This design comes from an exercise in tuning for small area and a short achievable clock period on the open sky130 flow, not from production work. RTL that was checked went through simulation tests only; none was proved equivalent to the original. The RTL of runs 2 to 5 was laid out without a check of its function.

===== design/flow/design.v =====
module glb_segment #
(
    parameter H_DISP            = 12'd160       ,    
    parameter V_DISP            = 12'd120            
)
(
    input   wire                clk             ,
    input   wire                rst_n           ,
    input   wire                Y_hsync         ,    
    input   wire                Y_vsync         ,    
    input   wire    [ 7:0]      Y_data          ,    
    input   wire                Y_de            ,    
    output  wire                segment_hsync     ,    
    output  wire                segment_vsync     ,    
    output  reg     [ 7:0]      segment_data      ,    
    output  wire                segment_de             
);
reg     [31:0]      sum_pixel;
wire    [31:0]      divisor = H_DISP*V_DISP;
reg     [ 7:0]      mean_pixel;
reg     [ 7:0]      m1_data,m2_data;
reg     [31:0]      under_sum,over_sum;
reg     [23:0]      under_sum_cnt,over_sum_cnt;
reg     [ 7:0]      threshold;
parameter DLY_CYCLE = 2 ;
reg     [DLY_CYCLE-1:0]      Y_de_d                  ;
reg     [DLY_CYCLE-1:0]      Y_hsync_d               ;
reg     [DLY_CYCLE-1:0]      Y_vsync_d               ;
wire Y_vsync_pedge;
wire Y_vsync_nedge;
always @(posedge clk or negedge rst_n) begin
    if(!rst_n) begin
        Y_de_d    <= {(DLY_CYCLE){1'b0}};
        Y_hsync_d <= {(DLY_CYCLE){1'b0}};
        Y_vsync_d <= {(DLY_CYCLE){1'b0}};
    end
    else begin
        Y_de_d    <= {Y_de_d   [(DLY_CYCLE-2):0],    Y_de};
        Y_hsync_d <= {Y_hsync_d[(DLY_CYCLE-2):0], Y_hsync};
        Y_vsync_d <= {Y_vsync_d[(DLY_CYCLE-2):0], Y_vsync};
    end
end
assign segment_de    = Y_de_d   [0];
assign segment_hsync = Y_hsync_d[0];
assign segment_vsync = Y_vsync_d[0];
assign Y_vsync_pedge = Y_vsync_d[0] & ~Y_vsync_d[1];
assign Y_vsync_nedge = ~Y_vsync_d[0] & Y_vsync_d[1];
reg      [1:0]          frame_cnt         ;   
always @(posedge clk or negedge rst_n) begin
    if(!rst_n)
        frame_cnt <= 2'd0;
    else if(frame_cnt == 2'd3)
        frame_cnt <= frame_cnt;
    else if(Y_vsync_nedge)
        frame_cnt <= frame_cnt  + 1'b1;
end
always @(posedge clk or negedge rst_n) begin
    if(!rst_n) begin
        sum_pixel <= 32'd0;
    end
    else if(Y_vsync_nedge)begin
        sum_pixel <= 32'd0;
    end
    else if(Y_de && (frame_cnt == 2'd1))begin
        sum_pixel <= sum_pixel + Y_data;
    end
end
always @(posedge clk or negedge rst_n) begin
    if(!rst_n) begin
        mean_pixel <= 8'h00;
    end
    else if(Y_vsync_nedge && (frame_cnt == 2'd1))begin  
        mean_pixel <= sum_pixel / divisor;
    end
end
always @(posedge clk or negedge rst_n) begin
    if(!rst_n) begin
        under_sum_cnt <= 24'd0;
        over_sum_cnt  <= 24'd0;
    end
    else if(Y_vsync_nedge) begin
        under_sum_cnt <= 24'd0;
        over_sum_cnt  <= 24'd0;
    end
    else if(Y_de && (frame_cnt == 2'd2))begin
        if (Y_data >= mean_pixel)
            over_sum_cnt  <= over_sum_cnt + 1'b1;
        else
            under_sum_cnt <= under_sum_cnt + 1'b1;
    end
end
always @(posedge clk or negedge rst_n) begin
    if(!rst_n) begin
        under_sum <= 32'd0;
        over_sum  <= 32'd0;
    end
    else if(Y_de && (frame_cnt == 2'd2))begin
        if (Y_data >= mean_pixel)
            over_sum  <= over_sum + Y_data;
        else
            under_sum <= under_sum + Y_data;
    end
end
always @(posedge clk or negedge rst_n) begin
    if(!rst_n) begin
        m1_data <= 8'h00;
    end
    else if(Y_vsync_nedge && (frame_cnt == 2'd2))begin  
        m1_data <= (under_sum_cnt == 24'd0) ? 8'h00 : under_sum / under_sum_cnt;
    end
end
always @(posedge clk or negedge rst_n) begin
    if(!rst_n) begin
        m2_data <= 8'h00;
    end
    else if(Y_vsync_nedge && (frame_cnt == 2'd2))begin  
        m2_data <= (over_sum_cnt == 24'd0) ? 8'h00 : over_sum / over_sum_cnt;
    end
end
always @(posedge clk or negedge rst_n) begin
    if(!rst_n) begin
        threshold <= 8'h00;
    end
    else begin  
        threshold <= ({1'b0, m1_data} + {1'b0, m2_data}) >> 1;
    end
end
always @(posedge clk or negedge rst_n) begin
    if(!rst_n) begin
        segment_data <= 8'h00;
    end
    else if(Y_de && (frame_cnt == 2'd3))begin
        segment_data <= (Y_data > threshold) ? 8'h00 : 8'hff;
    end
end
endmodule

===== design/flow/run.sh =====
#!/bin/bash
# synth_recipe.tcl (not shown) runs the flow's synth.tcl, then flattens the netlist and writes it again
# the make line also repeats each setting of config.mk as NAME=value (left out here)
make -C /OpenROAD-flow-scripts/flow DESIGN_CONFIG=/design/flow/config.mk WORK_HOME=/design/flow/orfs CLKGATE_MAP_FILE= SYNTH_SCRIPT=/design/flow/synth_recipe.tcl finish

===== design/flow/config.mk =====
export PLATFORM = sky130hd
export DESIGN_NAME = glb_segment
export DESIGN_NICKNAME = glb_segment
export VERILOG_FILES = /design/flow/design.v
export SDC_FILE = /design/flow/constraint.sdc
export NUM_CORES = 4
export LEC_CHECK = 0
export CAP_MARGIN = 20
export CORE_MARGIN = 2
export CORE_UTILIZATION = 45
export PLACE_DENSITY = 0.6
export SLEW_MARGIN = 20

===== design/flow/constraint.sdc =====
create_clock -name core_clock -period 120.0 [get_ports {clk}]
set_input_delay 24.0000 -clock core_clock [delete_from_list [all_inputs] [get_ports {clk}]]
set_output_delay 24.0000 -clock core_clock [all_outputs]
set_load 0.01 [all_outputs]

==> results of run 1 <==
per-stage QoR:
step	setup TNS [ns]	instances	hold slack [ns]
2_1_floorplan	0	7624	0.435
3_3_place_gp	0	9113	0.453
3_5_place_dp	-1.30	9113	0.448
4_1_cts	0	9148	0.470
5_1_grt	-0.565	9253	0.487
6_report	0	9253	0.463
area by class of cell:
cell class                      count  area (µm²)  area share
Clock buffer                       19         453     0.00738
Clock inverter                     13         181     0.00295
Inverter                          172         646      0.0105
Multi-Input combinational cell   6984       51400       0.837
Sequential cell                   183        4580      0.0746
Tap cell                         1650        2060      0.0336
Timing Repair Buffer              232        2080      0.0339
state kept, by name, summed over array words and instances (netlist names):
signal / count
Y_de_d: 1
Y_hsync_d: 1
Y_vsync_d: 2
frame_cnt: 2
m1_data: 8
m2_data: 8
mean_pixel: 8
over_sum: 32
over_sum_cnt: 24
segment_data: 1
sum_pixel: 32
threshold: 8
under_sum: 32
under_sum_cnt: 24
cells in the final DEF (no fill, tap or decap), drive strengths merged, types with 175 or more instances in the layout:
cell type and n:
a21oi 373, buf 205, dfrtp 183, ha 1040, inv 175, mux2 347
nand2 584, nor2 763, nor3 844, o21a 811, o21ai 306, o31ai 295
xnor2 238
cell families (layout without fill, tap and decap cells):
kind of cell | Yosys count | in the layout | synth area share
buffers and inverters | 464 | 436 | 0.0325
muxes | 416 | 416 | 0.0814
DFF | 183 | 183 | 0.0804
AOI/OAI and AO/OA | 2290 | 2293 | 0.282
xor gates and xnor gates | 302 | 302 | 0.0482
and+or+nand+nor | 2918 | 2922 | 0.244
adders and majority gates | 1051 | 1051 | 0.231
repair_timing:
item                       4_1_cts  5_1_grt
gates cloned                     2        9
setup buffers                    1       96
setup endpoints to repair        1        4
pin swaps                        1       65
resized for setup                6      227
routing by layer:
metal | global-route usage | wire (µm) | part of all wire | vias up
met1 | 0.336 | 80200 | 0.47 | 26700
met3 | 0.0160 | 5480 | 0.032 | 223
met2 | 0.442 | 81100 | 0.48 | 1052
met5 | 0 | 0 | 0 | -
li1 | - | - | - | 28800
met4 | 0.0619 | 3770 | 0.022 | 0
==> reports/metrics.json, run 1 <==
{
  "status": "timing/DRC/antenna clean",
  "finalNetCount": 8647,
  "n_fill_cell": 12500,
  "largest_net_degree_at_the_start_of_global_routing": 82,
  "critical_path_required_ns": 120.40,
  "route.final.wire_length_mm": 171,
  "initial_utilization": 0.454,
  "synth_warnings": 1,
  "synth-seq-cells": 183,
  "n_antenna_cell": 0,
  "part_of_the_yosys_area_used_for_sequential_elements": 0.0804,
  "crit_path_start_kind": "flip-flop",
  "worst_hold_path.num_cells": 0,
  "detail-route-antenna-nets": 0,
  "post-route-drc-count": 0,
  "htree_num_levels": 4,
  "ys_top_cells_by_count": "sky130_fd_sc_hd__ha_1 (1,040), sky130_fd_sc_hd__nor3_1 (840), sky130_fd_sc_hd__o21a_1 (811)",
  "synth.avg_cell_area_um2": 7.47,
  "clockRootBuffer": "sky130_fd_sc_hd__clkbuf_16",
  "vias_per_cell": 6.14,
  "numCtsBuffers": 17,
  "hold_start": "Y_vsync_d[0]",
  "timing.critical_path.arrival_ns": 113.85,
  "timing.clock.skew_ns": 0.0177,
  "tightestPinTransition_ns": 1.07,
  "timing.setup.critical_path_class": "reg2reg",
  "initial_antenna_violation_count": 1,
  "synth_largest_area_cell": "sky130_fd_sc_hd__ha_1",
  "floorplan.rows": 130,
  "layout-drive-gt1-share": 0.123,
  "max_cap_violations": 0,
  "report.final.hold_viol_count": 0,
  "reg2reg_from": "over_sum_cnt[22]",
  "ff2ff_path_depth": 587,
  "die_h_um": 360,
  "synth-async-reset-ratio": 1.00,
  "wire_per_inst_um": 18.4,
  "place_congestion": 0.888,
  "setup-violations-final": 0,
  "core_region_area_mm2": 0.126,
  "crit_path_top_delay_cell": "sky130_fd_sc_hd__or4b_2",
  "crit_path_frequent_cell": "sky130_fd_sc_hd__o21a_1",
  "whs_endpoint": "Y_vsync_d[1]",
  "post-route-cell-area_mm2": 0.0614,
  "timing_max_transition_violations_final": 0,
  "io_buf_count": 23,
  "areaGrowthSynthToFinish_pct": 7.83,
  "globalRoute.totalOverflow": 0,
  "synth_flop_cell": "sky130_fd_sc_hd__dfrtp_1",
  "routed-via-count": 56800,
  "final.min_clock_period_ns": 113.45,
  "synth_top_cell_area_share": 0.228,
  "synthesis.area_mm2": 0.0569,
  "boundaryPins": 24,
  "number_of_global_route_vias_before_repair": 53200,
  "fmaxAchievable_ghz": 0.00881,
  "post_cts_hold_buffer_count": 0,
  "first_pass_iteration_count_of_the_detailed_router": 5,
  "maxSlewHeadroom": 0.288,
  "overall_routing_resource_usage": 0.252,
  "clock_tree.buffer_depth": 2,
  "design.die.area_mm2": 0.129,
  "min_path_type": "reg2reg",
  "synth_nets": 8681,
  "critPathMaxFanout": 47,
  "crit-reg2reg-capture": "m2_data[0]",
  "worst-path-stages": 587,
  "dp_slack_ns": -1.30,
  "final_min_period_over_clock_period": 0.945,
  "setup.worst_path.start": "over_sum_cnt[22]",
  "cp.buffers_inverters": 21,
  "worstSetupEndpoint": "m2_data[0]",
  "cts_tree": "yes",
  "synth.area.top_cells": "sky130_fd_sc_hd__ha_1 (23%), sky130_fd_sc_hd__o21a_1 (11%), sky130_fd_sc_hd__dfrtp_1 (8.0%)",
  "dp_hpwl_mm": 128,
  "syn-instance-count": 7624,
  "layout.core_utilization": 0.489,
  "total_placed_instance_area_mm2": 0.0590,
  "post_synthesis_cell_type_count": 137,
  "chipWidth_um": 360,
  "maximum_single_stage_delay_on_the_critical_path_ns": 0.61,
  "cts_sinks": 183,
  "r2r_setup_slack_ns": 6.55,
  "yosysMostFrequentCell": "sky130_fd_sc_hd__ha_1",
  "final_critical_path_setup_slack_ns": 6.55,
  "first_drt_iteration_drcs": 3692,
  "end_kind": "flip-flop",
  "clkSlewWorstSetupHoldPaths_ns": 0.08,
  "grt_pass1_wl_mm": 274,
  "worst_path_dominant_cell_family": "compound AO/OA/AOI/OAI gates",
  "clock_latency_ns": 0.50,
  "synth-edff-count": 0
}
==> inputs of run 2 (changes only) <==
==> design/flow/design.v (replaced) <==
module glb_segment #
(
    parameter H_DISP            = 12'd160       ,
    parameter V_DISP            = 12'd120
)
(
    input   wire                clk             ,
    input   wire                rst_n           ,
    input   wire                Y_hsync         ,
    input   wire                Y_vsync         ,
    input   wire    [ 7:0]      Y_data          ,
    input   wire                Y_de            ,
    output  wire                segment_hsync     ,
    output  wire                segment_vsync     ,
    output  wire    [ 7:0]      segment_data      ,
    output  wire                segment_de
);
localparam [14:0] NPIX = H_DISP*V_DISP;
reg             vs0, vs1, hs0, de0;
reg     [ 1:0]  fc;
reg             seg;
reg     [ 7:0]  yd;
reg     [ 7:0]  mq;
reg     [23:0]  us, os;
reg     [14:0]  uc, oc;
assign segment_hsync = hs0;
assign segment_vsync = vs0;
assign segment_de    = de0;
assign segment_data  = {8{seg}};
wire nedge = vs1 & ~vs0;
wire f1 = (fc == 2'd1);
wire f2 = (fc == 2'd2);
wire f3 = (fc == 2'd3);
wire dv = f3 & ~mq[3];
wire [ 7:0] p     = yd & {8{de0}};
wire        under = (yd < mq);
wire        uen   = f1 | (f2 & under);
wire        oen   = f2 & ~under;
wire        wrap  = f1 & (us[14:8] == NPIX[14:8]);
wire        uclr  = nedge & f1;
wire        su    = us[23];
wire        so    = os[23];
wire [23:0] ua    = dv ? {us[22:0], 1'b0}
                       : {us[23:15] & {9{~uclr}}, us[14:8] & {7{~(uclr | wrap)}}, us[7:0] & {8{~uclr}}};
wire [23:0] ub    = dv ? {~su, uc ^ {15{~su}}, {8{su}}} : {16'd0, uen ? p : 8'd0};
wire [23:0] usum  = ua + ub + {23'd0, dv & su};
wire [23:0] oa    = dv ? {os[22:0], 1'b0} : os;
wire [23:0] ob    = dv ? {~so, oc ^ {15{~so}}, {8{so}}} : {16'd0, oen ? p : 8'd0};
wire [23:0] osum  = oa + ob + {23'd0, dv & so};
wire [ 8:0] msum  = {1'b0, us[7:0]} + {1'b0, os[7:0]};
wire [ 7:0] thr   = msum[8:1];
always @(posedge clk or negedge rst_n) begin
    if (!rst_n) begin
        vs0 <= 1'b0; vs1 <= 1'b0; hs0 <= 1'b0; de0 <= 1'b0;
    end else begin
        vs0 <= Y_vsync; vs1 <= vs0; hs0 <= Y_hsync; de0 <= Y_de;
    end
end
always @(posedge clk)
    yd <= Y_data;
always @(posedge clk or negedge rst_n) begin
    if (!rst_n)
        fc <= 2'd0;
    else if (nedge & ~f3)
        fc <= fc + 2'd1;
end
always @(posedge clk or negedge rst_n) begin
    if (!rst_n)
        mq <= 8'd0;
    else if (nedge & f2)
        mq <= 8'd0;
    else
        mq <= mq + {7'd0, wrap | dv};
end
always @(posedge clk or negedge rst_n) begin
    if (!rst_n) begin
        us <= 24'd0;
        os <= 24'd0;
    end else if (dv) begin
        us <= {usum[23:1], ~usum[23]};
        os <= {osum[23:1], ~osum[23]};
    end else begin
        us <= usum;
        os <= osum;
    end
end
always @(posedge clk or negedge rst_n) begin
    if (!rst_n) begin
        uc <= 15'h7fff;
        oc <= 15'h7fff;
    end else begin
        uc <= uc + {14'd0, f2 & de0 & under};
        oc <= oc + {14'd0, f2 & de0 & ~under};
    end
end
always @(posedge clk or negedge rst_n) begin
    if (!rst_n)
        seg <= 1'b0;
    else if (Y_de & f3)
        seg <= ~(Y_data > thr);
end
endmodule
==> reports/metrics.json, run 2 <==
{
  "maxSlewHeadroom": 0.349,
  "mostFrequentLayoutCells": "sky130_fd_sc_hd__nand2_1 (145), sky130_fd_sc_hd__ha_1 (75), sky130_fd_sc_hd__nor2_1 (66), sky130_fd_sc_hd__dfrtp_1 (63), sky130_fd_sc_hd__xnor2_1 (61)",
  "synth.avg_cell_area_um2": 8.63,
  "post_synthesis_cell_type_count": 58,
  "largest_net_degree_at_the_start_of_global_routing": 75,
  "total_placed_instance_area_mm2": 0.00782,
  "crit_path_start_kind": "input pin",
  "synth.area.top_cells": "sky130_fd_sc_hd__dfrtp_1 (21%), sky130_fd_sc_hd__ha_1 (13%), sky130_fd_sc_hd__dfstp_2 (11%)",
  "part_of_the_yosys_area_used_for_sequential_elements": 0.338,
  "numCtsBuffers": 9,
  "end_kind": "flip-flop",
  "synth-edff-count": 0,
  "number_of_global_route_vias_before_repair": 5602,
  "routed-via-count": 5827,
  "clock_tree.buffer_depth": 2,
  "io_buf_count": 23,
  "final_min_period_over_clock_period": 0.212,
  "reg_top3": "os: 24 flops, us: 24 flops",
  "min_path_type": "reg2reg",
  "critical_path_required_ns": 120.28,
  "clockRootBuffer": "sky130_fd_sc_hd__clkbuf_16",
  "layout.cells.most_common": "sky130_fd_sc_hd__nand2_1",
  "cts_sinks": 101,
  "post_cts_hold_buffer_count": 0,
  "finalNetCount": 956,
  "synth_flop_cell": "sky130_fd_sc_hd__dfrtp_1",
  "vias_per_cell": 5.36,
  "critPathMaxFanout": 2,
  "post-route-drc-count": 0,
  "timing.critical_path.arrival_ns": 25.75,
  "design.die.area_mm2": 0.0177,
  "post-route-cell-area_mm2": 0.00817,
  "syn-instance-count": 867,
  "boundaryPins": 24,
  "setup-violations-final": 0,
  "die_h_um": 133,
  "synth_warnings": 1,
  "synth-seq-cells": 101,
  "synth_top_cell_area_share": 0.211,
  "yosysMostFrequentCell": "sky130_fd_sc_hd__nand2_1",
  "clock_latency_ns": 0.36,
  "tightestPinTransition_ns": 0.977,
  "grt_setup_unrepaired": "no",
  "ys_top_cells_by_count": "sky130_fd_sc_hd__nand2_1 (146), sky130_fd_sc_hd__ha_1 (75), sky130_fd_sc_hd__nor2_1 (66)",
  "wire_per_inst_um": 15.0,
  "status": "timing/DRC/antenna clean",
  "initial_antenna_violation_count": 0,
  "cts.repair.resized": 0,
  "final-seq-area_mm2": 0.00252,
  "synth_nets": 960,
  "first_drt_iteration_drcs": 364,
  "place_congestion": 0.840,
  "initial_utilization": 0.456,
  "dp_hpwl_mm": 12.0,
  "cts_tree": "yes",
  "htree_num_levels": 3,
  "timing_max_transition_violations_final": 0,
  "n_antenna_cell": 0,
  "floorplan.rows": 47,
  "synthesis.area_mm2": 0.00748,
  "overall_routing_resource_usage": 0.197,
  "fmaxAchievable_ghz": 0.0393,
  "detail-route-antenna-nets": 0,
  "synth-async-reset-ratio": 0.921,
  "timing.setup.critical_path_class": "in2reg",
  "core_region_area_mm2": 0.0164,
  "fin_tns_setup_ns": 0,
  "first_pass_iteration_count_of_the_detailed_router": 5,
  "layout-drive-gt1-share": 0.0749,
  "chipWidth_um": 133,
  "grt_pass1_wl_mm": 28.1,
  "postCtsSetupBuffers": 0,
  "final.min_clock_period_ns": 25.47,
  "n_fill_cell": 1562,
  "globalRoute.totalOverflow": 0,
  "multi_input_area_mm2": 0.00467,
  "synth_largest_area_cell": "sky130_fd_sc_hd__dfrtp_1",
  "report.final.hold_viol_count": 0,
  "areaGrowthSynthToFinish_pct": 9.20,
  "clkSlewWorstSetupHoldPaths_ns": 0.07,
  "max_cap_violations": 0,
  "timing.clock.skew_ns": 0.0102,
  "route.final.wire_length_mm": 16.3
}
run 2: cell count changes after synthesis, moves of 308 or more:
cell                      change
sky130_fd_sc_hd__ha_1       -965
sky130_fd_sc_hd__nor3_1     -830
sky130_fd_sc_hd__o21a_1     -806
sky130_fd_sc_hd__nor2_1     -693
sky130_fd_sc_hd__nand2_1    -437
sky130_fd_sc_hd__mux2_2     -343
sky130_fd_sc_hd__a21oi_1    -308
run 2: cell type report:
class / instances / share of cell area
Clock buffer: 9 / 0.0276
Clock inverter: 7 / 0.0147
Inverter: 26 / 0.0120
Multi-Input combinational cell: 699 / 0.572
Sequential cell: 101 / 0.309
Tap cell: 220 / 0.0337
Timing Repair Buffer: 26 / 0.0306
run 2: cells by family (layout without fill, tap and decap cells):
| kind of cell | count (synthesis) | after routing | synth area share |
|---|---|---|---|
| xor gates and xnor gates | 116 | 116 | 0.136 |
| muxes | 2 | 2 | 0.00268 |
| and+or+nand+nor | 304 | 304 | 0.179 |
| buffers and inverters | 67 | 68 | 0.0388 |
| AOI/OAI and AO/OA | 197 | 197 | 0.167 |
| adders and majority gates | 80 | 80 | 0.139 |
| DFF | 101 | 101 | 0.338 |
run 2: layer usage:
metal,global-route usage,wire length [µm]
met1,0.278,8170
met2,0.314,7430
met3,0.0238,472
met4,0.0681,268
met5,0,0
run 2: worst paths after layout:
check | slack (ns) | depth (start not counted) | to | startpoint
min in group asynchronous | 23.51 | 1 | mq[3] | rst_n
min | 0.41 | 0 | vs1 | vs0
max in group asynchronous | 95.23 | 2 | us[23] | rst_n
max | 94.53 | 10 | seg | Y_data[1]
min reg2reg | 0.41 | 0 | vs1 | vs0
max reg2reg | 115.12 | 20 | os[16] | mq[1]
run 2: through the flow:
step                instances  hold WS, ns   util  worst slack (ns)
CTS                      1088        0.416  0.498             94.53
global route             1088        0.432  0.498             94.33
detailed placement       1072        0.399  0.477             94.14
global placement         1072        0.380  0.477             94.16
finish                   1088        0.413  0.498             94.53
floorplan                 867        0.435      -             94.74
run 2: worst max-delay path, stage by stage:
cell and delay, ns:
sky130_fd_sc_hd__clkdlybuf4s50_1 0.42, sky130_fd_sc_hd__ha_1 0.31, sky130_fd_sc_hd__nor2b_1 0.13, sky130_fd_sc_hd__o21a_1 0.15
sky130_fd_sc_hd__o21ai_0 0.16, sky130_fd_sc_hd__nand2b_1 0.07, sky130_fd_sc_hd__a21oi_1 0.13, sky130_fd_sc_hd__o21ai_0 0.08
sky130_fd_sc_hd__o31a_1 0.13, sky130_fd_sc_hd__a31oi_1 0.16
==> inputs of run 3 (changes only) <==
--- a/design/flow/design.v
+++ b/design/flow/design.v
@@ -33,3 +33,4 @@
 wire f3 = (fc == 2'd3);
-wire dv = f3 & ~mq[3];
+wire dv = f3 & ~mq[3];                   
+wire fin = f3 & mq[3] & ~mq[0];          
 wire [ 7:0] p     = yd & {8{de0}};
@@ -39,3 +40,3 @@
 wire        wrap  = f1 & (us[14:8] == NPIX[14:8]);
-wire        uclr  = nedge & f1;
+wire        sclr  = nedge & ~fc[1];
 wire        su    = us[23];
@@ -43,10 +44,9 @@
 wire [23:0] ua    = dv ? {us[22:0], 1'b0}
-                       : {us[23:15] & {9{~uclr}}, us[14:8] & {7{~(uclr | wrap)}}, us[7:0] & {8{~uclr}}};
-wire [23:0] ub    = dv ? {~su, uc ^ {15{~su}}, {8{su}}} : {16'd0, uen ? p : 8'd0};
+                       : {us[23:15] & {9{~(sclr | fin)}}, us[14:8] & {7{~(sclr | fin | wrap)}}, us[7:0] & {8{~sclr}}};
+wire [23:0] ub    = dv ? {~su, uc ^ {15{su}}, {8{su}}}
+                       : {16'd0, fin ? os[7:0] : uen ? p : 8'd0};
 wire [23:0] usum  = ua + ub + {23'd0, dv & su};
-wire [23:0] oa    = dv ? {os[22:0], 1'b0} : os;
-wire [23:0] ob    = dv ? {~so, oc ^ {15{~so}}, {8{so}}} : {16'd0, oen ? p : 8'd0};
+wire [23:0] oa    = dv ? {os[22:0], 1'b0} : os & {24{~sclr}};
+wire [23:0] ob    = dv ? {~so, oc ^ {15{so}}, {8{so}}} : {16'd0, oen ? p : 8'd0};
 wire [23:0] osum  = oa + ob + {23'd0, dv & so};
-wire [ 8:0] msum  = {1'b0, us[7:0]} + {1'b0, os[7:0]};
-wire [ 7:0] thr   = msum[8:1];
 always @(posedge clk or negedge rst_n) begin
@@ -72,9 +72,6 @@
     else
-        mq <= mq + {7'd0, wrap | dv};
+        mq <= mq + {7'd0, wrap | dv | fin};
 end
-always @(posedge clk or negedge rst_n) begin
-    if (!rst_n) begin
-        us <= 24'd0;
-        os <= 24'd0;
-    end else if (dv) begin
+always @(posedge clk) begin
+    if (dv) begin
         us <= {usum[23:1], ~usum[23]};
@@ -88,7 +85,7 @@
     if (!rst_n) begin
-        uc <= 15'h7fff;
-        oc <= 15'h7fff;
+        uc <= 15'h0000;
+        oc <= 15'h0000;
     end else begin
-        uc <= uc + {14'd0, f2 & de0 & under};
-        oc <= oc + {14'd0, f2 & de0 & ~under};
+        uc <= uc - {14'd0, f2 & de0 & under};
+        oc <= oc - {14'd0, f2 & de0 & ~under};
     end
@@ -99,3 +96,3 @@
     else if (Y_de & f3)
-        seg <= ~(Y_data > thr);
+        seg <= ~(Y_data > us[8:1]);
 end
==> design/flow/flow/run.sh (new file) <==
#!/bin/bash
# Standard ORFS layout (the standard.sh) with two changes:
#  - ports are buffered with buf_2 instead of the default delay buffer;
#  - CTS inserts no dummy loads.
set -euo pipefail
bash standard.sh \
  "BUFFER_PORTS_ARGS=-buffer_cell sky130_fd_sc_hd__buf_2" \
  "CTS_ARGS=-sink_clustering_enable -repair_clock_nets -dont_use_dummy_load" \
  finish > flow_make.log 2>&1
==> design/flow/standard.sh (new file) <==
#!/bin/bash
# synth_recipe.tcl (not shown) runs the flow's synth.tcl, then flattens the netlist and writes it again
# the make line also repeats each setting of config.mk as NAME=value (left out here)
make -C /OpenROAD-flow-scripts/flow DESIGN_CONFIG=/design/flow/config.mk WORK_HOME=/design/flow/orfs CLKGATE_MAP_FILE= SYNTH_SCRIPT=/design/flow/synth_recipe.tcl "${@:-finish}"
removed: design/flow/run.sh
==> reports/metrics.json, run 3 <==
{
  "final.min_clock_period_ns": 25.40,
  "layoutNonFillerInstCount": 991,
  "cp.buffers_inverters": 1,
  "cts_tree": "yes",
  "die_h_um": 129,
  "layout-drive-gt1-share": 0.0648,
  "dp_hpwl_mm": 12.2,
  "synth_warnings": 1,
  "timing.setup.critical_path_class": "reg2out",
  "report.final.hold_viol_count": 0,
  "wire_per_inst_um": 16.0,
  "setup-violations-final": 0,
  "io_buf_count": 23,
  "end_kind": "primary output",
  "min_path_type": "reg2reg",
  "routed-via-count": 5607,
  "grt_pass1_wl_mm": 26.7,
  "timing_max_transition_violations_final": 0,
  "syn-instance-count": 799,
  "crit_path_top_delay_cell": "sky130_fd_sc_hd__dfrtp_1",
  "synth_nets": 884,
  "postCtsSetupBuffers": 0,
  "synthesis.area_mm2": 0.00702,
  "clockRootBuffer": "sky130_fd_sc_hd__clkbuf_16",
  "numCtsBuffers": 9,
  "initial_antenna_violation_count": 0,
  "initial_utilization": 0.462,
  "yosysMostFrequentCell": "sky130_fd_sc_hd__nor2_1",
  "post_synthesis_cell_type_count": 63,
  "synth-async-reset-ratio": 0.446,
  "globalRoute.totalOverflow": 0,
  "hold_ws_ns": 0.446,
  "reg_top3": "os: 24 flops, us: 24 flops",
  "post_cts_hold_buffer_count": 0,
  "numPlacedInstances": 982,
  "htree_num_levels": 3,
  "place_congestion": 0.870,
  "areaGrowthSynthToFinish_pct": 6.58,
  "max_cap_violations": 0,
  "finalNetCount": 890,
  "fin_tns_setup_ns": 0,
  "fmaxAchievable_ghz": 0.0394,
  "detail-route-antenna-nets": 0,
  "tightestPinTransition_ns": 0.734,
  "timing.clock.skew_ns": 0.0185,
  "first_pass_iteration_count_of_the_detailed_router": 5,
  "boundaryPins": 24,
  "synth-edff-count": 0,
  "cts_sinks": 101,
  "design.die.area_mm2": 0.0166,
  "worst_path_dominant_cell_family": "flip-flops",
  "status": "timing/DRC/antenna clean",
  "grt_setup_unrepaired": "no",
  "mostFrequentLayoutCells": "sky130_fd_sc_hd__nor2_1 (84), sky130_fd_sc_hd__xnor2_1 (70), sky130_fd_sc_hd__ha_1 (68), sky130_fd_sc_hd__dfxtp_1 (56), sky130_fd_sc_hd__nand2_1 (48)",
  "clkSlewWorstSetupHoldPaths_ns": 0.07,
  "crit_path_start_kind": "flip-flop",
  "route.final.wire_length_mm": 15.9,
  "post-route-drc-count": 0,
  "n_antenna_cell": 0,
  "part_of_the_yosys_area_used_for_sequential_elements": 0.320,
  "clock_tree.buffer_depth": 2,
  "synth_top_cell_area_share": 0.160,
  "clock_latency_ns": 0.35,
  "number_of_global_route_vias_before_repair": 5592,
  "critical_path_required_ns": 96.00,
  "final_min_period_over_clock_period": 0.212,
  "synth.avg_cell_area_um2": 8.79,
  "chipWidth_um": 129,
  "floorplan.rows": 45,
  "critPathMaxFanout": 26,
  "vias_per_cell": 5.66,
  "core_region_area_mm2": 0.0152,
  "synth_largest_area_cell": "sky130_fd_sc_hd__dfrtp_1",
  "first_drt_iteration_drcs": 271,
  "ys_top_cells_by_count": "sky130_fd_sc_hd__nor2_1 (85), sky130_fd_sc_hd__xnor2_1 (70), sky130_fd_sc_hd__ha_1 (68)",
  "layout.cells.most_common": "sky130_fd_sc_hd__nor2_1",
  "largest_net_degree_at_the_start_of_global_routing": 46,
  "timing.critical_path.arrival_ns": 1.40,
  "synth_flop_cell": "sky130_fd_sc_hd__dfxtp_1",
  "synth-seq-cells": 101,
  "cts.repair.resized": 0,
  "maxSlewHeadroom": 0.509,
  "path_cells": "buf_2",
  "overall_routing_resource_usage": 0.201,
  "maximum_single_stage_delay_on_the_critical_path_ns": 0.79,
  "synth.area.top_cells": "sky130_fd_sc_hd__dfrtp_1 (16%), sky130_fd_sc_hd__dfxtp_1 (16%), sky130_fd_sc_hd__ha_1 (12%)"
}
[run 3: logic make-up (layout without fill, tap and decap cells)]
kind of cell,after synthesis,after routing,share of synthesized area
AOI/OAI and AO/OA,222,222,0.217
DFF,101,101,0.320
xor gates and xnor gates,103,103,0.129
and+or+nand+nor,227,227,0.155
muxes,1,1,0.00143
adders and majority gates,72,72,0.133
buffers and inverters,73,77,0.0447
[run 3: metrics by stage]
step | setup WS, ns | area, µm² | utilization
2_1_floorplan | 94.63 | 7020 | -
3_3_place_gp | 94.43 | 7250 | 0.477
3_5_place_dp | 94.45 | 7250 | 0.477
4_1_cts | 94.61 | 7480 | 0.492
5_1_grt | 94.53 | 7480 | 0.492
6_report | 94.60 | 7480 | 0.492
[run 3: path summary, 6_finish.rpt]
path,from,slack [ns],endpoint,cells after the start
worst max register to register,fc[1],115.52,us[20],16
worst min-delay path,vs0,0.45,vs1,0
min in group asynchronous,rst_n,23.65,oc[3],1
worst min register to register,vs0,0.45,vs1,0
max in group asynchronous,rst_n,95.94,mq[3],1
worst max-delay path,de0,94.60,segment_de,1
[run 3: cell type report]
cell class / instances / area [µm²]
fillers: 1459 / 7720
multi-input cells: 625 / 4470
flip-flops and latches: 101 / 2250
well taps: 188 / 235
clock buffers: 9 / 225
repair buffers: 28 / 155
inverters: 40 / 150
[run 3: metal layers]
metal,GRT usage,share of wire,vias up
li1,-,-,2849
met1,0.267,0.49,2675
met2,0.339,0.47,66
met3,0.0237,0.023,17
met4,0.0691,0.018,0
met5,0,0,-
==> inputs of run 4 (changes only) <==
--- a/design/flow/design.v
+++ b/design/flow/design.v
@@ -18,3 +18,4 @@
 localparam [14:0] NPIX = H_DISP*V_DISP;
-reg             vs0, vs1, hs0, de0;
+reg             vs0, vs1, de0;
+reg             hso, vso, deo;                   
 reg     [ 1:0]  fc;
@@ -25,5 +26,5 @@
 reg     [14:0]  uc, oc;
-assign segment_hsync = hs0;
-assign segment_vsync = vs0;
-assign segment_de    = de0;
+assign segment_hsync = hso;
+assign segment_vsync = vso;
+assign segment_de    = deo;
 assign segment_data  = {8{seg}};
@@ -53,5 +54,7 @@
     if (!rst_n) begin
-        vs0 <= 1'b0; vs1 <= 1'b0; hs0 <= 1'b0; de0 <= 1'b0;
+        vs0 <= 1'b0; vs1 <= 1'b0; de0 <= 1'b0;
+        hso <= 1'b0; vso <= 1'b0; deo <= 1'b0;
     end else begin
-        vs0 <= Y_vsync; vs1 <= vs0; hs0 <= Y_hsync; de0 <= Y_de;
+        vs0 <= Y_vsync; vs1 <= vs0; de0 <= Y_de;
+        hso <= Y_hsync; vso <= Y_vsync; deo <= Y_de;
     end
@@ -66,6 +69,4 @@
 end
-always @(posedge clk or negedge rst_n) begin
-    if (!rst_n)
-        mq <= 8'd0;
-    else if (nedge & f2)
+always @(posedge clk) begin
+    if (nedge & ~fc[0])
         mq <= 8'd0;
==> reports/metrics.json, run 4 <==
{
  "end_kind": "primary output",
  "numCtsBuffers": 9,
  "use_met3": 0.0426,
  "design.die.area_mm2": 0.0164,
  "first_drt_iteration_drcs": 366,
  "synth_top_cell_area_share": 0.185,
  "hold_ws_ns": 0.391,
  "cts_sinks": 101,
  "groute.layer.met2.usage": 0.321,
  "timing.setup.critical_path_class": "reg2out",
  "largest_net_degree_at_the_start_of_global_routing": 53,
  "mostFrequentLayoutCells": "sky130_fd_sc_hd__xnor2_1 (73), sky130_fd_sc_hd__nor2_1 (67), sky130_fd_sc_hd__ha_1 (67), sky130_fd_sc_hd__dfxtp_1 (64), sky130_fd_sc_hd__a21oi_1 (46)",
  "cp.buffers_inverters": 1,
  "top_usage_layer": "met2",
  "report.final.hold_viol_count": 0,
  "post_synthesis_cell_type_count": 57,
  "synth.area.top_cells": "sky130_fd_sc_hd__dfxtp_1 (19%), sky130_fd_sc_hd__dfrtp_1 (13%), sky130_fd_sc_hd__ha_1 (12%)",
  "initial_antenna_violation_count": 0,
  "synth_flop_cell": "sky130_fd_sc_hd__dfxtp_1",
  "post_cts_hold_buffer_count": 0,
  "timing.critical_path.arrival_ns": 1.30,
  "overall_routing_resource_usage": 0.190,
  "io_buf_count": 23,
  "critPathMaxFanout": 24,
  "floorplan.rows": 45,
  "synth-async-reset-ratio": 0.366,
  "place_congestion": 0.823,
  "synth-seq-cells": 101,
  "path_cells": "buf_2",
  "dp_slack_ns": 94.64,
  "layout.cells.most_common": "sky130_fd_sc_hd__xnor2_1",
  "yosysMostFrequentCell": "sky130_fd_sc_hd__xnor2_1",
  "maximum_single_stage_delay_on_the_critical_path_ns": 0.71,
  "final_min_period_over_clock_period": 0.211,
  "timing_max_transition_violations_final": 0,
  "clock_tree.buffer_depth": 2,
  "areaGrowthSynthToFinish_pct": 6.28,
  "first_pass_iteration_count_of_the_detailed_router": 5,
  "worst_path_dominant_cell_family": "flip-flops",
  "layout-drive-gt1-share": 0.0709,
  "crit_path_start_kind": "flip-flop",
  "clkSlewWorstSetupHoldPaths_ns": 0.06,
  "synth.avg_cell_area_um2": 8.89,
  "status": "timing/DRC/antenna clean",
  "die_h_um": 128,
  "grt_pass1_wl_mm": 24.9,
  "layout.core_utilization": 0.487,
  "min_path_type": "reg2reg",
  "synthesis.area_mm2": 0.00691,
  "finalNetCount": 862,
  "route.final.wire_length_mm": 15.1,
  "wire_per_inst_um": 15.7,
  "grt_setup_unrepaired": "no",
  "number_of_global_route_vias_before_repair": 5209,
  "ys_top_cells_by_count": "sky130_fd_sc_hd__xnor2_1 (73), sky130_fd_sc_hd__nor2_1 (68), sky130_fd_sc_hd__ha_1 (67)",
  "vias_per_cell": 5.66,
  "n_fill_cell": 1442,
  "core_region_area_mm2": 0.0151,
  "synth_nets": 862,
  "timing.clock.skew_ns": 0.0136,
  "crit_path_top_delay_cell": "sky130_fd_sc_hd__dfrtp_1",
  "post-route-drc-count": 0,
  "max_cap_violations": 0,
  "clockRootBuffer": "sky130_fd_sc_hd__clkbuf_16",
  "part_of_the_yosys_area_used_for_sequential_elements": 0.319,
  "cts.repair.resized": 0,
  "boundaryPins": 24,
  "n_antenna_cell": 0,
  "routed-via-count": 5452,
  "synth_warnings": 1,
  "clock_latency_ns": 0.35,
  "maxSlewHeadroom": 0.375,
  "synth_largest_area_cell": "sky130_fd_sc_hd__dfxtp_1",
  "syn-instance-count": 778,
  "critical_path_required_ns": 96.00,
  "postCtsSetupBuffers": 0,
  "htree_num_levels": 3,
  "routing_usage_on_met1": 0.246,
  "initial_utilization": 0.458,
  "detail-route-antenna-nets": 0,
  "synth-edff-count": 0,
  "cts_tree": "yes",
  "setup-violations-final": 0,
  "final_critical_path_setup_slack_ns": 94.71,
  "tightestPinTransition_ns": 0.936,
  "reg_top3": "os: 24 flops, us: 24 flops",
  "chipWidth_um": 128,
  "dp_hpwl_mm": 11.3,
  "fmaxAchievable_ghz": 0.0395,
  "globalRoute.totalOverflow": 0,
  "final.min_clock_period_ns": 25.30,
  "fin_tns_setup_ns": 0
}
run 4: cell types whose count changed after synthesis, moves of 8 or more:
cell / previous run / this run
sky130_fd_sc_hd__nor2_1: 85 / 68
sky130_fd_sc_hd__o21ai_0: 38 / 23
sky130_fd_sc_hd__clkbuf_1: 17 / 27
sky130_fd_sc_hd__dfrtp_1: 45 / 37
sky130_fd_sc_hd__dfxtp_1: 56 / 64
run 4: cell type report:
| type | count | area [µm²] | area share |
|---|---|---|---|
| Multi-Input combinational cell | 600 | 4390 | 0.597 |
| Sequential cell | 101 | 2210 | 0.300 |
| Tap cell | 188 | 235 | 0.0320 |
| Clock buffer | 9 | 225 | 0.0306 |
| Inverter | 39 | 146 | 0.0199 |
| Timing Repair Buffer | 27 | 145 | 0.0198 |
run 4: worst paths after layout:
kind	startpoint	to	slack [ns]	cells past startpoint
setup / recovery	de0	segment_de	94.71	1
hold / removal	vso	vs1	0.39	0
setup reg to reg	fc[0]	us[0]	115.06	16
hold reg to reg	vso	vs1	0.39	0
max in group asynchronous	rst_n	uc[0]	95.64	1
min in group asynchronous	rst_n	hso	23.78	1
run 4: per-layer routing:
layer  up-vias  part of all wire
met5         -                 0
met4         0            0.0088
met3        13             0.032
met2        95              0.47
met1      2581              0.49
li1       2763                 -
run 4: cells by family (layout without fill, tap and decap cells):
logic type      count (synthesis)  in the layout  synth area share
simple gates                  215            215             0.152
compound gates                205            205             0.210
xor+xnor                      107            107             0.136
flops                         101            101             0.319
buf+inv                        77             75            0.0472
fa+ha+maj                      71             71             0.133
mux                             2              2           0.00290
run 4: metrics by stage:
step	cell area, µm²	cells
finish	7350	964
global route	7350	964
CTS	7350	964
detailed placement	7120	955
global placement	7120	955
floorplan	6910	778
run 4: worst reg2reg max path, cell delays in order, from the launching register on:
cell and delay, ns:
sky130_fd_sc_hd__dfrtp_1 0.42, sky130_fd_sc_hd__ha_1 0.34, sky130_fd_sc_hd__nand2_1 0.11, sky130_fd_sc_hd__buf_4 0.43
sky130_fd_sc_hd__nor2_1 0.10, sky130_fd_sc_hd__nor2_1 0.73, sky130_fd_sc_hd__nand3_1 0.15, sky130_fd_sc_hd__o21ai_1 0.27
sky130_fd_sc_hd__ha_1 0.28, sky130_fd_sc_hd__nor2b_1 0.13, sky130_fd_sc_hd__o21a_1 0.18, sky130_fd_sc_hd__o211ai_1 0.21
sky130_fd_sc_hd__a31oi_1 0.16, sky130_fd_sc_hd__nor4_1 0.67, sky130_fd_sc_hd__o31a_1 0.30, sky130_fd_sc_hd__xnor2_1 0.20
sky130_fd_sc_hd__mux2i_1 0.12
==> inputs of run 5 (changes only) <==
--- a/design/flow/flow/run.sh
+++ b/design/flow/flow/run.sh
@@ -7,3 +7,3 @@
   "BUFFER_PORTS_ARGS=-buffer_cell sky130_fd_sc_hd__buf_2" \
-  "CTS_ARGS=-sink_clustering_enable -repair_clock_nets -dont_use_dummy_load" \
+  "CTS_ARGS=-sink_clustering_enable -repair_clock_nets -dont_use_dummy_load -buf_list sky130_fd_sc_hd__clkbuf_8" \
   finish > flow_make.log 2>&1
==> reports/metrics.json, run 5 <==
{
  "status": "timing/DRC/antenna clean",
  "synth_top_cell_area_share": 0.185,
  "synth-seq-cells": 101,
  "finalNetCount": 862,
  "initial_antenna_violation_count": 0,
  "maximum_single_stage_delay_on_the_critical_path_ns": 0.72,
  "dp_hpwl_mm": 11.3,
  "end_kind": "primary output",
  "min_path_type": "reg2reg",
  "worst_path_dominant_cell_family": "flip-flops",
  "htree_num_levels": 3,
  "clockRootBuffer": "sky130_fd_sc_hd__clkbuf_8",
  "io_buf_count": 23,
  "synth.area.top_cells": "sky130_fd_sc_hd__dfxtp_1 (19%), sky130_fd_sc_hd__dfrtp_1 (13%), sky130_fd_sc_hd__ha_1 (12%)",
  "path_cells": "buf_2",
  "cts.repair.resized": 0,
  "numCtsBuffers": 9,
  "core_region_area_mm2": 0.0151,
  "dr_wl_met2_mm": 7.19,
  "overall_routing_resource_usage": 0.189,
  "synth-edff-count": 0,
  "cts_sinks": 101,
  "globalRoute.totalOverflow": 0,
  "max_cap_violations": 0,
  "synthesis.area_mm2": 0.00691,
  "post-route-drc-count": 0,
  "routed-via-count": 5456,
  "cp.buffers_inverters": 1,
  "clkSlewWorstSetupHoldPaths_ns": 0.09,
  "syn-instance-count": 778,
  "largest_net_degree_at_the_start_of_global_routing": 53,
  "first_drt_iteration_drcs": 366,
  "synth_flop_cell": "sky130_fd_sc_hd__dfxtp_1",
  "grt_pass1_wl_mm": 25.0,
  "crit_path_top_delay_cell": "sky130_fd_sc_hd__dfrtp_1",
  "synth_warnings": 1,
  "areaGrowthSynthToFinish_pct": 4.81,
  "drt-met1-wl_mm": 7.28,
  "fmaxAchievable_ghz": 0.0395,
  "dp_slack_ns": 94.64,
  "final.min_clock_period_ns": 25.33,
  "layout.cells.most_common": "sky130_fd_sc_hd__xnor2_1",
  "synth_largest_area_cell": "sky130_fd_sc_hd__dfxtp_1",
  "critical_path_required_ns": 96.00,
  "detail-route-antenna-nets": 0,
  "final_min_period_over_clock_period": 0.211,
  "route.final.wire_length_mm": 15.1,
  "postCtsSetupBuffers": 0,
  "floorplan.rows": 45,
  "critPathMaxFanout": 24,
  "final_critical_path_setup_slack_ns": 94.67,
  "part_of_the_yosys_area_used_for_sequential_elements": 0.319,
  "fin_tns_setup_ns": 0,
  "timing_max_transition_violations_final": 0,
  "grt_setup_unrepaired": "no",
  "post_cts_hold_buffer_count": 0,
  "highest_routed_metal_layer": "met4",
  "yosysMostFrequentCell": "sky130_fd_sc_hd__xnor2_1",
  "clock_tree.buffer_depth": 2,
  "reg_top3": "os: 24 flops, us: 24 flops",
  "crit_path_start_kind": "flip-flop",
  "synth_nets": 862,
  "number_of_global_route_vias_before_repair": 5221,
  "timing.clock.skew_ns": 0.0179,
  "initial_utilization": 0.458,
  "maxSlewHeadroom": 0.382,
  "die_h_um": 128,
  "synth.avg_cell_area_um2": 8.89,
  "clock_latency_ns": 0.39,
  "layout-drive-gt1-share": 0.0709,
  "design.die.area_mm2": 0.0164,
  "report.final.hold_viol_count": 0,
  "wire_per_inst_um": 15.7,
  "chipWidth_um": 128,
  "ys_top_cells_by_count": "sky130_fd_sc_hd__xnor2_1 (73), sky130_fd_sc_hd__nor2_1 (68), sky130_fd_sc_hd__ha_1 (67)",
  "post_synthesis_cell_type_count": 57,
  "boundaryPins": 24,
  "cts_tree": "yes",
  "first_pass_iteration_count_of_the_detailed_router": 5,
  "tightestPinTransition_ns": 0.926,
  "timing.critical_path.arrival_ns": 1.33,
  "synth-async-reset-ratio": 0.366,
  "timing.setup.critical_path_class": "reg2out",
  "vias_per_cell": 5.66,
  "met3_wirelength_um": 500,
  "n_antenna_cell": 0,
  "setup-violations-final": 0,
  "n_fill_cell": 1457,
  "place_congestion": 0.823,
  "mostFrequentLayoutCells": "sky130_fd_sc_hd__xnor2_1 (73), sky130_fd_sc_hd__nor2_1 (67), sky130_fd_sc_hd__ha_1 (67), sky130_fd_sc_hd__dfxtp_1 (64), sky130_fd_sc_hd__a21oi_1 (46)"
}
==> run 5: cell types whose count changed in the layout (fill, tap and decap cells not counted) <==
| cell | before | now |
|---|---|---|
| sky130_fd_sc_hd__clkbuf_16 | 9 | 0 |
| sky130_fd_sc_hd__clkbuf_8 | 0 | 9 |
==> run 5: layout make-up <==
class                           count  area [µm²]  share of cell area
Clock buffer                        9         124              0.0171
Inverter                           39         146              0.0202
Multi-Input combinational cell    600        4390               0.606
Sequential cell                   101        2210               0.305
Tap cell                          188         235              0.0325
Timing Repair Buffer               27         145              0.0200
==> run 5: kinds of logic (layout without fill, tap and decap cells) <==
| group | after synthesis | count (layout) | synth area share |
|---|---|---|---|
| flops | 101 | 101 | 0.319 |
| xor+xnor | 107 | 107 | 0.136 |
| buf+inv | 77 | 75 | 0.0472 |
| compound gates | 205 | 205 | 0.210 |
| simple gates | 215 | 215 | 0.152 |
| mux | 2 | 2 | 0.00290 |
| fa+ha+maj | 71 | 71 | 0.133 |
==> run 5: through the flow <==
stage / cell area, µm² / hold slack, ns / util / instances
floorplan: 6910 / 0.427 / - / 778
global placement: 7120 / 0.373 / 0.472 / 955
detailed placement: 7120 / 0.370 / 0.472 / 955
CTS: 7250 / 0.401 / 0.480 / 964
global route: 7250 / 0.409 / 0.480 / 964
finish: 7250 / 0.397 / 0.480 / 964
==> run 5: path summary, 6_finish.rpt <==
| check | from | end | cells past startpoint | slack, ns |
|---|---|---|---|---|
| min | vso | vs1 | 0 | 0.40 |
| max reg2reg | fc[1] | us[0] | 16 | 115.04 |
| min in group asynchronous | rst_n | hso | 1 | 23.74 |
| min reg2reg | vso | vs1 | 0 | 0.40 |
| max in group asynchronous | rst_n | oc[0] | 1 | 95.68 |
| max | de0 | segment_de | 1 | 94.67 |
==> run 5: worst reg2reg max path, cell delays in order, from the launching register on <==
cell and delay, ns:
sky130_fd_sc_hd__dfrtp_1 0.44, sky130_fd_sc_hd__ha_1 0.32, sky130_fd_sc_hd__nand2_1 0.10, sky130_fd_sc_hd__buf_4 0.43, sky130_fd_sc_hd__nor2_1 0.10, sky130_fd_sc_hd__nor2_1 0.71, sky130_fd_sc_hd__nand3_1 0.16, sky130_fd_sc_hd__o21ai_1 0.27
sky130_fd_sc_hd__ha_1 0.28, sky130_fd_sc_hd__nor2b_1 0.13, sky130_fd_sc_hd__o21a_1 0.18, sky130_fd_sc_hd__o211ai_1 0.21, sky130_fd_sc_hd__a31oi_1 0.16, sky130_fd_sc_hd__nor4_1 0.70, sky130_fd_sc_hd__o31a_1 0.30, sky130_fd_sc_hd__xnor2_1 0.20
sky130_fd_sc_hd__mux2i_1 0.12
==> run 5: per-layer routing <==
layer / vias up / global-route usage
li1: 2761 / -
met1: 2593 / 0.246
met2: 90 / 0.321
met3: 12 / 0.0413
met4: 0 / 0.0446
met5: - / 0
==> inputs of run 6 (changes only) <==
==> design/flow/design.v (replaced) <==
module glb_segment #
(
    parameter H_DISP            = 12'd160       ,
    parameter V_DISP            = 12'd120
)
(
    input   wire                clk             ,
    input   wire                rst_n           ,
    input   wire                Y_hsync         ,
    input   wire                Y_vsync         ,
    input   wire    [ 7:0]      Y_data          ,
    input   wire                Y_de            ,
    output  wire                segment_hsync     ,
    output  wire                segment_vsync     ,
    output  wire    [ 7:0]      segment_data      ,
    output  wire                segment_de
);
localparam [22:0] NPIX = H_DISP*V_DISP;
reg             vs0, vs1, hs0, de0;
reg     [ 1:0]  fc;
reg             seg;
reg     [ 7:0]  yd;
reg     [ 7:0]  mq;
reg     [22:0]  us, os;
reg     [14:0]  uc, oc;
assign segment_hsync = hs0;
assign segment_vsync = vs0;
assign segment_de    = de0;
assign segment_data  = {8{seg}};
wire nedge = vs1 & ~vs0;
wire f1 = (fc == 2'd1);
wire f2 = (fc == 2'd2);
wire f3 = (fc == 2'd3);
wire dv = f3 & ~mq[3];
wire [ 7:0] p     = yd & {8{de0}};
wire        under = (yd < mq);
wire        uen   = f1 | (f2 & under);
wire        oen   = f2 & ~under;
wire [22:0] ua    = us + (uen ? p : 8'd0);
wire        wrap  = f1 & (ua >= NPIX);
wire [22:0] uacc  = wrap ? ua - NPIX : ua;
wire [22:0] oacc  = os + (oen ? p : 8'd0);
wire [16:0] ut    = {1'b0, us[22:7]} + {2'b01, ~uc};
wire [16:0] ot    = {1'b0, os[22:7]} + {2'b01, ~oc};
wire [22:0] ustep = ut[16] ? {ut[14:0], us[6:0], 1'b1} : {us[21:0], 1'b0};
wire [22:0] ostep = ot[16] ? {ot[14:0], os[6:0], 1'b1} : {os[21:0], 1'b0};
wire [ 8:0] msum  = {1'b0, us[7:0]} + {1'b0, os[7:0]};
wire [ 7:0] thr   = msum[8:1];
always @(posedge clk or negedge rst_n) begin
    if (!rst_n) begin
        vs0 <= 1'b0; vs1 <= 1'b0; hs0 <= 1'b0; de0 <= 1'b0;
    end else begin
        vs0 <= Y_vsync; vs1 <= vs0; hs0 <= Y_hsync; de0 <= Y_de;
    end
end
always @(posedge clk)
    yd <= Y_data;
always @(posedge clk or negedge rst_n) begin
    if (!rst_n)
        fc <= 2'd0;
    else if (nedge & ~f3)
        fc <= fc + 2'd1;
end
always @(posedge clk or negedge rst_n) begin
    if (!rst_n)
        mq <= 8'd0;
    else if (nedge & f2)
        mq <= 8'd0;
    else
        mq <= mq + {7'd0, wrap | dv};
end
always @(posedge clk or negedge rst_n) begin
    if (!rst_n)
        us <= 23'd0;
    else if (nedge & f1)
        us <= 23'd0;
    else if (dv)
        us <= ustep;
    else
        us <= uacc;
end
always @(posedge clk or negedge rst_n) begin
    if (!rst_n)
        os <= 23'd0;
    else if (dv)
        os <= ostep;
    else
        os <= oacc;
end
always @(posedge clk or negedge rst_n) begin
    if (!rst_n) begin
        uc <= 15'h7fff;
        oc <= 15'h7fff;
    end else begin
        uc <= uc + {14'd0, f2 & de0 & under};
        oc <= oc + {14'd0, f2 & de0 & ~under};
    end
end
always @(posedge clk or negedge rst_n) begin
    if (!rst_n)
        seg <= 1'b0;
    else if (Y_de & f3)
        seg <= ~(Y_data > thr);
end
endmodule
==> design/flow/run.sh (new file) <==
#!/bin/bash
# synth_recipe.tcl (not shown) runs the flow's synth.tcl, then flattens the netlist and writes it again
# the make line also repeats each setting of config.mk as NAME=value (left out here)
make -C /OpenROAD-flow-scripts/flow DESIGN_CONFIG=/design/flow/config.mk WORK_HOME=/design/flow/orfs CLKGATE_MAP_FILE= SYNTH_SCRIPT=/design/flow/synth_recipe.tcl finish
removed: design/flow/flow/run.sh
removed: design/flow/standard.sh
==> reports/metrics.json, run 6 <==
{
  "timing.critical_path.arrival_ns": 25.73,
  "total_placed_instance_area_mm2": 0.00840,
  "maximum_single_stage_delay_on_the_critical_path_ns": 0.42,
  "io_buf_count": 23,
  "layout.cells.most_common": "sky130_fd_sc_hd__nor2_1",
  "dp_slack_ns": 94.17,
  "grt_pass1_wl_mm": 30.5,
  "largest_net_degree_at_the_start_of_global_routing": 60,
  "worst_hold_path.num_cells": 0,
  "initial_antenna_violation_count": 0,
  "reg_top3": "os: 23 flops, us: 23 flops",
  "vias_per_cell": 5.53,
  "part_of_the_yosys_area_used_for_sequential_elements": 0.308,
  "maxSlewHeadroom": 0.333,
  "postCtsSetupBuffers": 0,
  "clock_latency_ns": 0.36,
  "timing_max_transition_violations_final": 0,
  "place_congestion": 0.831,
  "htree_num_levels": 3,
  "n_antenna_cell": 0,
  "core_region_area_mm2": 0.0174,
  "critPathMaxFanout": 2,
  "grt_setup_unrepaired": "no",
  "detail-route-antenna-nets": 0,
  "synth-edff-count": 0,
  "final.min_clock_period_ns": 25.45,
  "numCtsBuffers": 9,
  "timing.clock.skew_ns": 0.0108,
  "number_of_global_route_vias_before_repair": 6204,
  "crit_path_top_delay_cell": "sky130_fd_sc_hd__clkdlybuf4s50_1",
  "max_cap_violations": 0,
  "dp_hpwl_mm": 13.7,
  "post_synthesis_cell_type_count": 76,
  "mostFrequentLayoutCells": "sky130_fd_sc_hd__nor2_1 (84), sky130_fd_sc_hd__xnor2_1 (78), sky130_fd_sc_hd__ha_1 (78), sky130_fd_sc_hd__inv_1 (63), sky130_fd_sc_hd__dfrtp_1 (61)",
  "end_kind": "flip-flop",
  "fin_tns_setup_ns": 0,
  "synth_largest_area_cell": "sky130_fd_sc_hd__dfrtp_1",
  "design.die.area_mm2": 0.0189,
  "globalRoute.totalOverflow": 0,
  "cts_tree": "yes",
  "routed-via-count": 6327,
  "final_critical_path_setup_slack_ns": 94.55,
  "synth_nets": 1008,
  "n_fill_cell": 1707,
  "status": "timing/DRC/antenna clean",
  "report.final.hold_viol_count": 0,
  "synth_warnings": 1,
  "die_h_um": 138,
  "ys_top_cells_by_count": "sky130_fd_sc_hd__nor2_1 (84), sky130_fd_sc_hd__ha_1 (78), sky130_fd_sc_hd__xnor2_1 (78)",
  "first_drt_iteration_drcs": 373,
  "tightestPinTransition_ns": 1.00,
  "critical_path_required_ns": 120.27,
  "clock_tree.buffer_depth": 2,
  "hold_ws_ns": 0.405,
  "timing.setup.critical_path_class": "in2reg",
  "overall_routing_resource_usage": 0.206,
  "fmaxAchievable_ghz": 0.0393,
  "min_path_type": "reg2reg",
  "post-route-drc-count": 0,
  "areaGrowthSynthToFinish_pct": 8.12,
  "cts.repair.resized": 0,
  "synth_flop_cell": "sky130_fd_sc_hd__dfrtp_1",
  "synth.area.top_cells": "sky130_fd_sc_hd__dfrtp_1 (19%), sky130_fd_sc_hd__ha_1 (12%), sky130_fd_sc_hd__dfstp_2 (9.8%)",
  "yosysMostFrequentCell": "sky130_fd_sc_hd__nor2_1",
  "path_cells": "clkdlybuf4s50_1 -> ha_1 -> nor2b_1 -> o21a_1 -> o21ai_0 -> nand2b_1 -> a21oi_1 -> o21ai_0 -> a41oi_1",
  "crit_path_frequent_cell": "sky130_fd_sc_hd__o21ai_0",
  "initial_utilization": 0.463,
  "clkSlewWorstSetupHoldPaths_ns": 0.07,
  "final_min_period_over_clock_period": 0.212,
  "route.final.wire_length_mm": 18.0,
  "synth.avg_cell_area_um2": 8.80,
  "finalNetCount": 1011,
  "layoutNonFillerInstCount": 1145,
  "layout.core_utilization": 0.500,
  "synth-seq-cells": 99,
  "synth_top_cell_area_share": 0.190,
  "syn-instance-count": 912,
  "chipWidth_um": 138,
  "numPlacedInstances": 1129,
  "cts_sinks": 99,
  "floorplan.rows": 48,
  "crit_path_start_kind": "input pin",
  "ff2ff_path_depth": 30,
  "boundaryPins": 24,
  "post_cts_hold_buffer_count": 0,
  "first_pass_iteration_count_of_the_detailed_router": 5,
  "setup-violations-final": 0,
  "synthesis.area_mm2": 0.00803,
  "post-route-cell-area_mm2": 0.00868,
  "clockRootBuffer": "sky130_fd_sc_hd__clkbuf_16",
  "synth-async-reset-ratio": 0.919,
  "wire_per_inst_um": 15.8,
  "layout-drive-gt1-share": 0.0880
}
[run 6: changes by cell type after synthesis, sizes merged, moves of 25 or more]
| cell | change |
|---|---|
| dfxtp | -56 |
| a211oi | +25 |
| a22o | -36 |
| dfstp | +30 |
| nand3 | +25 |
[run 6: area by class of cell]
type | instances | area, µm² | area share
clock buffers | 12 | 246 | 0.0284
inverters | 63 | 236 | 0.0272
flip-flops and latches | 99 | 2470 | 0.285
well taps | 225 | 282 | 0.0324
repair buffers | 26 | 250 | 0.0288
multi-input cells | 716 | 5150 | 0.594
clock inverters | 4 | 35.0 | 0.00404
[run 6: kinds of logic after synthesis]
kind of cell / synth area share
AO/OA/AOI/OAI: 0.183
multiplexers: 0.0142
AND/OR/NAND/NOR: 0.195
buffers and inverters: 0.0502
adder cells (fa/ha/maj): 0.134
flip-flops: 0.308
XOR/XNOR: 0.115
[run 6: worst max-delay path: cells and delay by family]
family                     cells  cell delay [ns]
AOI/OAI and AO/OA              5             0.77
adders and majority gates      1             0.31
buffers and inverters          1             0.42
and+or+nand+nor                2             0.21
[run 6: final timing paths]
kind | slack [ns] | start | to
max | 94.55 | Y_data[1] | seg
min reg2reg | 0.41 | vs0 | vs1
min | 0.41 | vs0 | vs1
max reg2reg | 112.89 | yd[1] | mq[6]
min in group asynchronous | 23.61 | rst_n | mq[4]
max in group asynchronous | 95.30 | rst_n | os[20]
[run 6: layer usage]
layer  vias to the layer above  wire length (µm)  track usage
met5                         -                 0            0
met4                         0               319       0.0630
met3                        19               474       0.0280
met2                        79              8200        0.331
met1                      2990              9040        0.288
li1                       3239                 -            -

[what the ideal ports hide]
The flow's constraints put no driver on any port. The routed layouts listed below were extracted and timed again, unchanged, in two steps.
Step 1, drivers: a clkbuf_16 drives clk and a buf_2 each remaining input, both assumed.
Step 2, shift: input delay + t, output delay - t, t = (earliest + latest rising clock arrival at the registers) / 2. This alone moves slack from input paths to output paths.
Slacks: ideal ports / drivers / drivers and shift; pairs: ideal ports / drivers.
run	t, ns	setup WS [ns]	worst hold slack (ns)	slew at the worst register clock pin (ns)	worst slew at a driven data input, ns
run 1	0.554	6.546 / 6.546 / 6.546	0.463 / 0.463 / 0.463	0.08 / 0.08	0.05
run 2	0.403	94.528 / 94.540 / 94.145	0.413 / 0.413 / 0.413	0.08 / 0.08	0.04
run 3	0.382	94.599 / 94.561 / 94.435	0.446 / 0.446 / 0.446	0.07 / 0.07	0.04
run 4	0.386	94.705 / 94.664 / 94.619	0.391 / 0.391 / 0.391	0.07 / 0.07	0.03
run 5	0.415	94.671 / 94.635 / 94.625	0.397 / 0.397 / 0.397	0.10 / 0.10	0.03
run 6	0.394	94.546 / 94.540 / 94.173	0.405 / 0.405 / 0.405	0.07 / 0.07	0.03
After both steps setup and hold are still met in every run listed. The setup slack of run 2, which loses most, moves by +0.012 ns with the drivers and by -0.383 ns with both steps.
